Background: an optimization exercise with open tools, aiming at small area and a short achievable clock period. Do not read the settings as production practice. Where RTL was checked, it was by simulation tests only, not by an equivalence proof against the original.

==> inputs of job 124 <==
// APB_top
module APB_top #(
        parameter ADDR_WIDTH = 32,
        parameter DATA_WIDTH = 32
    ) (
    input PCLK,
    input PRESETn,
    input [ADDR_WIDTH-1:0] paddr,
    input psel1,
    input [(DATA_WIDTH/8)-1:0] pstrb,
    input Transfer,
    input pwrite,
    input [DATA_WIDTH-1:0] pwdata,
    output [31:0] PRDATA
    );
make LEC_CHECK=0 CAP_MARGIN=20 CORE_MARGIN=2 CORE_UTILIZATION=65 CTS_CLUSTER_DIAMETER=60 CTS_CLUSTER_SIZE=20 PLACE_DENSITY=0.72 SETUP_SLACK_MARGIN=3.0 SLEW_MARGIN=20 SYNTH_HIERARCHICAL=1 SYNTH_MEMORY_MAX_BITS=65536 finish   # period 7.0 ns
run.sh (not shown) runs the stock make flow with config.mk's settings and CLKGATE_MAP_FILE= SYNTH_SCRIPT=/design/flow/synth_recipe.tcl, a recipe that flattens the netlist after the stock synthesis.
==> job 4508: changes against job 124 <==
==> flow/design.v (replaced) <==
module APB_master (
    input PCLK,
    input PRESETn,
    input [31:0] paddr,
    input psel1,
    input [3:0] pstrb,
    input Transfer,
    input pwrite,
    input [31:0] pwdata,
    output reg [31:0] hi,
    output reg [31:0] lo,
    output reg [31:0] nhi,
    output reg [31:0] nlo,
    output reg wv,              
    output reg nwv,             
    output rd_en,               
    output reg [31:0] wd        
    );
    reg s_setup, s_access, s_hung;
    wire s_idle = ~(s_setup | s_access | s_hung);
    always @(posedge PCLK or negedge PRESETn) begin
        if (!PRESETn) begin
            s_setup  <= 1'b0;
            s_access <= 1'b0;
            s_hung   <= 1'b0;
        end else begin
            s_setup  <= (s_idle | s_access) & Transfer;
            s_access <= s_setup & psel1;
            s_hung   <= s_hung | (s_setup & ~psel1);
        end
    end
    wire in_range = ~|paddr[31:10];
    wire [31:0] dhi = {31'd0, in_range} << paddr[9:5];
    wire [31:0] dlo = 32'd1 << paddr[4:0];
    reg wr;
    always @(posedge PCLK) begin
        if (s_setup) begin
            hi  <= dhi;
            lo  <= dlo;
            nhi <= ~dhi;
            nlo <= ~dlo;
            wr  <= pwrite;
        end
    end
    function [31:0] encode(input [31:0] d, input [3:0] s);
        case (s)
            4'b0001: encode = {{24{d[7]}}, d[7:0]};
            4'b0010: encode = {{16{d[15]}}, d[15:8], 8'h00};
            4'b0011: encode = {{16{d[15]}}, d[15:0]};
            4'b0100: encode = {{16{d[23]}}, d[23:16], 8'h00};
            4'b0101: encode = {{8{d[23]}}, d[23:16], 8'h00, d[7:0]};
            4'b0110: encode = {{8{d[23]}}, d[23:8], 8'h00};
            4'b0111: encode = {{8{d[23]}}, d[23:0]};
            4'b1000: encode = {d[31:24], 24'h000000};
            4'b1001: encode = {d[31:24], 16'h0000, d[7:0]};
            4'b1010: encode = {d[30:23], 8'h00, d[15:8], 8'h00};
            4'b1011: encode = {d[30:23], 8'h00, d[15:0]};
            4'b1100: encode = {d[31:16], 16'h0000};
            4'b1101: encode = {d[31:16], 8'h00, d[7:0]};
            4'b1110: encode = {d[31:8], 8'h00};
            4'b1111: encode = d;
            default: encode = 32'h00000000;
        endcase
    endfunction
    always @(posedge PCLK) begin
        if (s_setup)
            wd <= pwdata;
        else if (s_access)
            wd <= encode(wd, pstrb);
    end
    always @(posedge PCLK) begin
        wv  <= s_access & wr;
        nwv <= ~(s_access & wr);
    end
    assign rd_en = s_access & ~wr & (pstrb == 4'b0000);
endmodule
module APB_Slave (
    input PCLK,
    input PRESETn,
    input [31:0] hi,
    input [31:0] lo,
    input [31:0] nhi,
    input [31:0] nlo,
    input wv,
    input nwv,
    input rd_en,
    input [31:0] wd,
    output reg [31:0] PRDATA
    );
    wire [32*1024-1:0] q;
    genvar i;
    generate
        for (i = 0; i < 1024; i = i + 1) begin : w
            wire we   = wv & hi[i/32] & lo[i%32];
            wire keep = nwv | nhi[i/32] | nlo[i%32];
            reg [31:0] d;
            always @(posedge PCLK)
                d <= (d & {32{keep}}) | (wd & {32{we}});
            assign q[i*32 +: 32] = d & {32{hi[i/32] & lo[i%32]}};
        end
    endgenerate
    wire [32*2047-1:0] t;
    assign t[32*1023 +: 32*1024] = q;
    generate
        for (i = 1022; i >= 0; i = i - 1) begin : o
            assign t[32*i +: 32] = t[32*(2*i+1) +: 32] | t[32*(2*i+2) +: 32];
        end
    endgenerate
    wire [31:0] rd = t[31:0];
    always @(posedge PCLK or negedge PRESETn) begin
        if (!PRESETn)
            PRDATA <= 32'h00000000;
        else if (rd_en)
            PRDATA <= rd;
    end
endmodule
module APB_top #(
        parameter ADDR_WIDTH = 32,
        parameter DATA_WIDTH = 32
    ) (
    input PCLK,
    input PRESETn,
    input [ADDR_WIDTH-1:0] paddr,
    input psel1,
    input [(DATA_WIDTH/8)-1:0] pstrb,
    input Transfer,
    input pwrite,
    input [DATA_WIDTH-1:0] pwdata,
    output [31:0] PRDATA
    );
    wire [31:0] hi, lo, nhi, nlo;
    wire        wv, nwv;
    wire        rd_en;
    wire [31:0] wd;
    APB_master Master (
        .PCLK(PCLK), .PRESETn(PRESETn),
        .paddr(paddr), .psel1(psel1), .pstrb(pstrb), .Transfer(Transfer),
        .pwrite(pwrite), .pwdata(pwdata),
        .hi(hi), .lo(lo), .nhi(nhi), .nlo(nlo), .wv(wv), .nwv(nwv),
        .rd_en(rd_en), .wd(wd)
    );
    APB_Slave Slave (
        .PCLK(PCLK), .PRESETn(PRESETn),
        .hi(hi), .lo(lo), .nhi(nhi), .nlo(nlo), .wv(wv), .nwv(nwv),
        .rd_en(rd_en), .wd(wd),
        .PRDATA(PRDATA)
    );
endmodule
==> flow/config.mk (replaced) <==
export PLATFORM = sky130hd
export DESIGN_NAME = APB_top
export DESIGN_NICKNAME = APB_top
export VERILOG_FILES = /design/flow/design.v
export SDC_FILE = /design/flow/constraint.sdc
export NUM_CORES = 8
export LEC_CHECK = 0
export CAP_MARGIN = 35
export CORE_MARGIN = 2
export CORE_UTILIZATION = 40
export SETUP_SLACK_MARGIN = 0.7
export SLEW_MARGIN = 35
export SYNTH_MEMORY_MAX_BITS = 65536
==> job 8305: changes against job 124 <==
--- a/flow/design.v
+++ b/flow/design.v
@@ -5,11 +5,11 @@
     input [3:0] pstrb,
     input Transfer,
     input pwrite,
     input [31:0] pwdata,
     output ld,                  
-    output reg wv,              
+    output wc,                  
     output rd_en,               
     output reg [31:0] wd        
     );
     reg s_setup, s_access, s_hung;
     wire s_idle = ~(s_setup | s_access | s_hung);
@@ -53,20 +53,19 @@
         if (s_setup)
             wd <= pwdata;
         else if (s_access)
             wd <= encode(wd, pstrb);
     end
-    always @(posedge PCLK)
-        wv <= s_access & wr;
+    assign wc = s_access & wr;
     assign rd_en = s_access & ~wr & (pstrb == 4'b0000);
 endmodule
 module APB_Slave (
     input PCLK,
     input PRESETn,
     input [31:0] paddr,
     input ld,                   
-    input wv,                   
+    input wc,                   
     input rd_en,                
     input [31:0] wd,
     output reg [31:0] PRDATA
     );
     wire in_range = ~|paddr[31:10];
@@ -75,11 +74,11 @@
     generate
         for (j = 0; j < 8; j = j + 1) begin : q
             APB_memquad quad (
                 .PCLK(PCLK), .ld(ld),
                 .sel_in(in_range & (paddr[9:7] == j)), .a_in(paddr[6:0]),
-                .wv(wv), .wd(wd), .rd(qrd[32*j +: 32])
+                .wc(wc), .wd(wd), .rd(qrd[32*j +: 32])
             );
         end
     endgenerate
     wire [31:0] n0, n1, n2, n3, p0, p1, rd_n;
     APB_nor2 o0 (.a(qrd[0 +: 32]),   .b(qrd[32 +: 32]),  .y(n0));
@@ -99,22 +98,22 @@
 module APB_memquad (
     input PCLK,
     input ld,
     input sel_in,
     input [6:0] a_in,
-    input wv,
+    input wc,
     input [31:0] wd,
     output [31:0] rd
     );
     wire [4*32-1:0] grd;
     genvar j;
     generate
         for (j = 0; j < 4; j = j + 1) begin : g
             APB_memgroup grp (
                 .PCLK(PCLK), .ld(ld),
                 .sel_in(sel_in & (a_in[6:5] == j)), .a_in(a_in[4:0]),
-                .wv(wv), .wd(wd), .rd(grd[32*j +: 32])
+                .wc(wc), .wd(wd), .rd(grd[32*j +: 32])
             );
         end
     endgenerate
     wire [31:0] n0, n1;
     APB_nor2 o0 (.a(grd[0 +: 32]),  .b(grd[32 +: 32]), .y(n0));
@@ -124,14 +123,17 @@
 module APB_memgroup (
     input PCLK,
     input ld,
     input sel_in,
     input [4:0] a_in,
-    input wv,
+    input wc,                   
     input [31:0] wd,
     output [31:0] rd
     );
+    reg wv;
+    always @(posedge PCLK)
+        wv <= wc;
     reg [3:0] h;
     reg [7:0] l;
     always @(posedge PCLK)
         if (ld) begin
             h <= {3'd0, sel_in} << a_in[4:3];
@@ -207,20 +209,20 @@
     input pwrite,
     input [DATA_WIDTH-1:0] pwdata,
     output [31:0] PRDATA
     );
     wire        ld;
-    wire        wv;
+    wire        wc;
     wire        rd_en;
     wire [31:0] wd;
     APB_master Master (
         .PCLK(PCLK), .PRESETn(PRESETn),
         .psel1(psel1), .pstrb(pstrb), .Transfer(Transfer),
         .pwrite(pwrite), .pwdata(pwdata),
-        .ld(ld), .wv(wv), .rd_en(rd_en), .wd(wd)
+        .ld(ld), .wc(wc), .rd_en(rd_en), .wd(wd)
     );
     APB_Slave Slave (
         .PCLK(PCLK), .PRESETn(PRESETn),
-        .paddr(paddr), .ld(ld), .wv(wv), .rd_en(rd_en), .wd(wd),
+        .paddr(paddr), .ld(ld), .wc(wc), .rd_en(rd_en), .wd(wd),
         .PRDATA(PRDATA)
     );
 endmodule
==> flow/config.mk (replaced) <==
export PLATFORM = sky130hd
export DESIGN_NAME = APB_top
export DESIGN_NICKNAME = APB_top
export VERILOG_FILES = /design/flow/design.v
export SDC_FILE = /design/flow/constraint.sdc
export NUM_CORES = 8
export LEC_CHECK = 0
export CAP_MARGIN = 35
export CORE_MARGIN = 2
export CORE_UTILIZATION = 55
export CTS_CLUSTER_DIAMETER = 80
export CTS_CLUSTER_SIZE = 25
export PLACE_DENSITY = 0.65
export SETUP_SLACK_MARGIN = 3.3
export SLEW_MARGIN = 35
export SYNTH_HIERARCHICAL = 1
export SYNTH_MEMORY_MAX_BITS = 65536
==> job 2638: changes against job 124 <==
--- a/flow/design.v
+++ b/flow/design.v
@@ -5,11 +5,11 @@
     input [3:0] pstrb,
     input Transfer,
     input pwrite,
     input [31:0] pwdata,
     output ld,                  
-    output reg wv,              
+    output wc,                  
     output rd_en,               
     output reg [31:0] wd        
     );
     reg s_setup, s_access, s_hung;
     wire s_idle = ~(s_setup | s_access | s_hung);
@@ -53,20 +53,19 @@
         if (s_setup)
             wd <= pwdata;
         else if (s_access)
             wd <= encode(wd, pstrb);
     end
-    always @(posedge PCLK)
-        wv <= s_access & wr;
+    assign wc = s_access & wr;
     assign rd_en = s_access & ~wr & (pstrb == 4'b0000);
 endmodule
 module APB_Slave (
     input PCLK,
     input PRESETn,
     input [31:0] paddr,
     input ld,                   
-    input wv,                   
+    input wc,                   
     input rd_en,                
     input [31:0] wd,
     output reg [31:0] PRDATA
     );
     wire in_range = ~|paddr[31:10];
@@ -75,11 +74,11 @@
     generate
         for (j = 0; j < 8; j = j + 1) begin : q
             APB_memquad quad (
                 .PCLK(PCLK), .ld(ld),
                 .sel_in(in_range & (paddr[9:7] == j)), .a_in(paddr[6:0]),
-                .wv(wv), .wd(wd), .rd(qrd[32*j +: 32])
+                .wc(wc), .wd(wd), .rd(qrd[32*j +: 32])
             );
         end
     endgenerate
     wire [31:0] n0, n1, n2, n3, p0, p1, rd_n;
     APB_nor2 o0 (.a(qrd[0 +: 32]),   .b(qrd[32 +: 32]),  .y(n0));
@@ -99,22 +98,22 @@
 module APB_memquad (
     input PCLK,
     input ld,
     input sel_in,
     input [6:0] a_in,
-    input wv,
+    input wc,
     input [31:0] wd,
     output [31:0] rd
     );
     wire [4*32-1:0] grd;
     genvar j;
     generate
         for (j = 0; j < 4; j = j + 1) begin : g
             APB_memgroup grp (
                 .PCLK(PCLK), .ld(ld),
                 .sel_in(sel_in & (a_in[6:5] == j)), .a_in(a_in[4:0]),
-                .wv(wv), .wd(wd), .rd(grd[32*j +: 32])
+                .wc(wc), .wd(wd), .rd(grd[32*j +: 32])
             );
         end
     endgenerate
     wire [31:0] n0, n1;
     APB_nor2 o0 (.a(grd[0 +: 32]),  .b(grd[32 +: 32]), .y(n0));
@@ -124,14 +123,17 @@
 module APB_memgroup (
     input PCLK,
     input ld,
     input sel_in,
     input [4:0] a_in,
-    input wv,
+    input wc,                   
     input [31:0] wd,
     output [31:0] rd
     );
+    reg wv;
+    always @(posedge PCLK)
+        wv <= wc;
     reg [3:0] h;
     reg [7:0] l;
     always @(posedge PCLK)
         if (ld) begin
             h <= {3'd0, sel_in} << a_in[4:3];
@@ -207,20 +209,20 @@
     input pwrite,
     input [DATA_WIDTH-1:0] pwdata,
     output [31:0] PRDATA
     );
     wire        ld;
-    wire        wv;
+    wire        wc;
     wire        rd_en;
     wire [31:0] wd;
     APB_master Master (
         .PCLK(PCLK), .PRESETn(PRESETn),
         .psel1(psel1), .pstrb(pstrb), .Transfer(Transfer),
         .pwrite(pwrite), .pwdata(pwdata),
-        .ld(ld), .wv(wv), .rd_en(rd_en), .wd(wd)
+        .ld(ld), .wc(wc), .rd_en(rd_en), .wd(wd)
     );
     APB_Slave Slave (
         .PCLK(PCLK), .PRESETn(PRESETn),
-        .paddr(paddr), .ld(ld), .wv(wv), .rd_en(rd_en), .wd(wd),
+        .paddr(paddr), .ld(ld), .wc(wc), .rd_en(rd_en), .wd(wd),
         .PRDATA(PRDATA)
     );
 endmodule
==> flow/config.mk (replaced) <==
export PLATFORM = sky130hd
export DESIGN_NAME = APB_top
export DESIGN_NICKNAME = APB_top
export VERILOG_FILES = /design/flow/design.v
export SDC_FILE = /design/flow/constraint.sdc
export NUM_CORES = 8
export LEC_CHECK = 0
export CAP_MARGIN = 35
export CORE_MARGIN = 2
export CORE_UTILIZATION = 60
export CTS_CLUSTER_DIAMETER = 80
export CTS_CLUSTER_SIZE = 25
export PLACE_DENSITY = 0.68
export SETUP_SLACK_MARGIN = 3.5
export SLEW_MARGIN = 35
export SYNTH_HIERARCHICAL = 1
export SYNTH_MEMORY_MAX_BITS = 65536
==> notes.md <==
Against job 124, the flip-flop and latch count of job 8305 is higher by 31. Area after synthesis is about the same in job 8305 and job 124. Sequential share of layout area: job 124 < job 2638 < job 8305. Of job 8305 and job 2638, job 8305 has the higher fmax (gap 2.0%, measured against job 2638). Job 8305 produced a clean layout. Job 4508 ended with an error in global routing (5_1_grt). Job 2638 went through all stages and came out clean. Job 124 finished but fails on antenna rules. Utilization: job 8305 < job 2638 < job 124.
For job 4508, only the layout was checked, not whether the RTL still works.

separate check: timing with driven ports:
How much do the figures lean on ideal ports? The routed layouts below were timed once more, with nothing changed but the port constraints.
Step 1 sets driving cells, clkbuf_16 on the clock port and buf_2 on the other inputs (assumed; they add their load-dependent delay and slew).
Step 2, shift: input delay + t, output delay - t, t = (earliest + latest rising clock arrival at the registers) / 2. This alone moves slack from input paths to output paths.
a / b / c = no drivers / after step 1 / after step 2; a / b = the first two.
| run | t (ns) | slack for setup (ns) | worst setup path after step 2 | latest minus earliest clock arrival (ns) | worst data-port slew with drivers (ns) |
|---|---|---|---|---|---|
| job 124 | 1.683 | 2.740 / 2.740 / 1.738 | input to register | 0.080 / 0.079 | 0.17 |
| job 8305 | 1.880 | 3.067 / 2.837 / 1.983 | input to register | 0.120 / 0.120 | 0.21 |
| job 2638 | 1.858 | 2.987 / 2.788 / 1.786 | input to register | 0.104 / 0.104 | 0.44 |
The setup slack of job 2638, which loses most, moves by -0.199 ns with the drivers and by -1.201 ns with both steps.
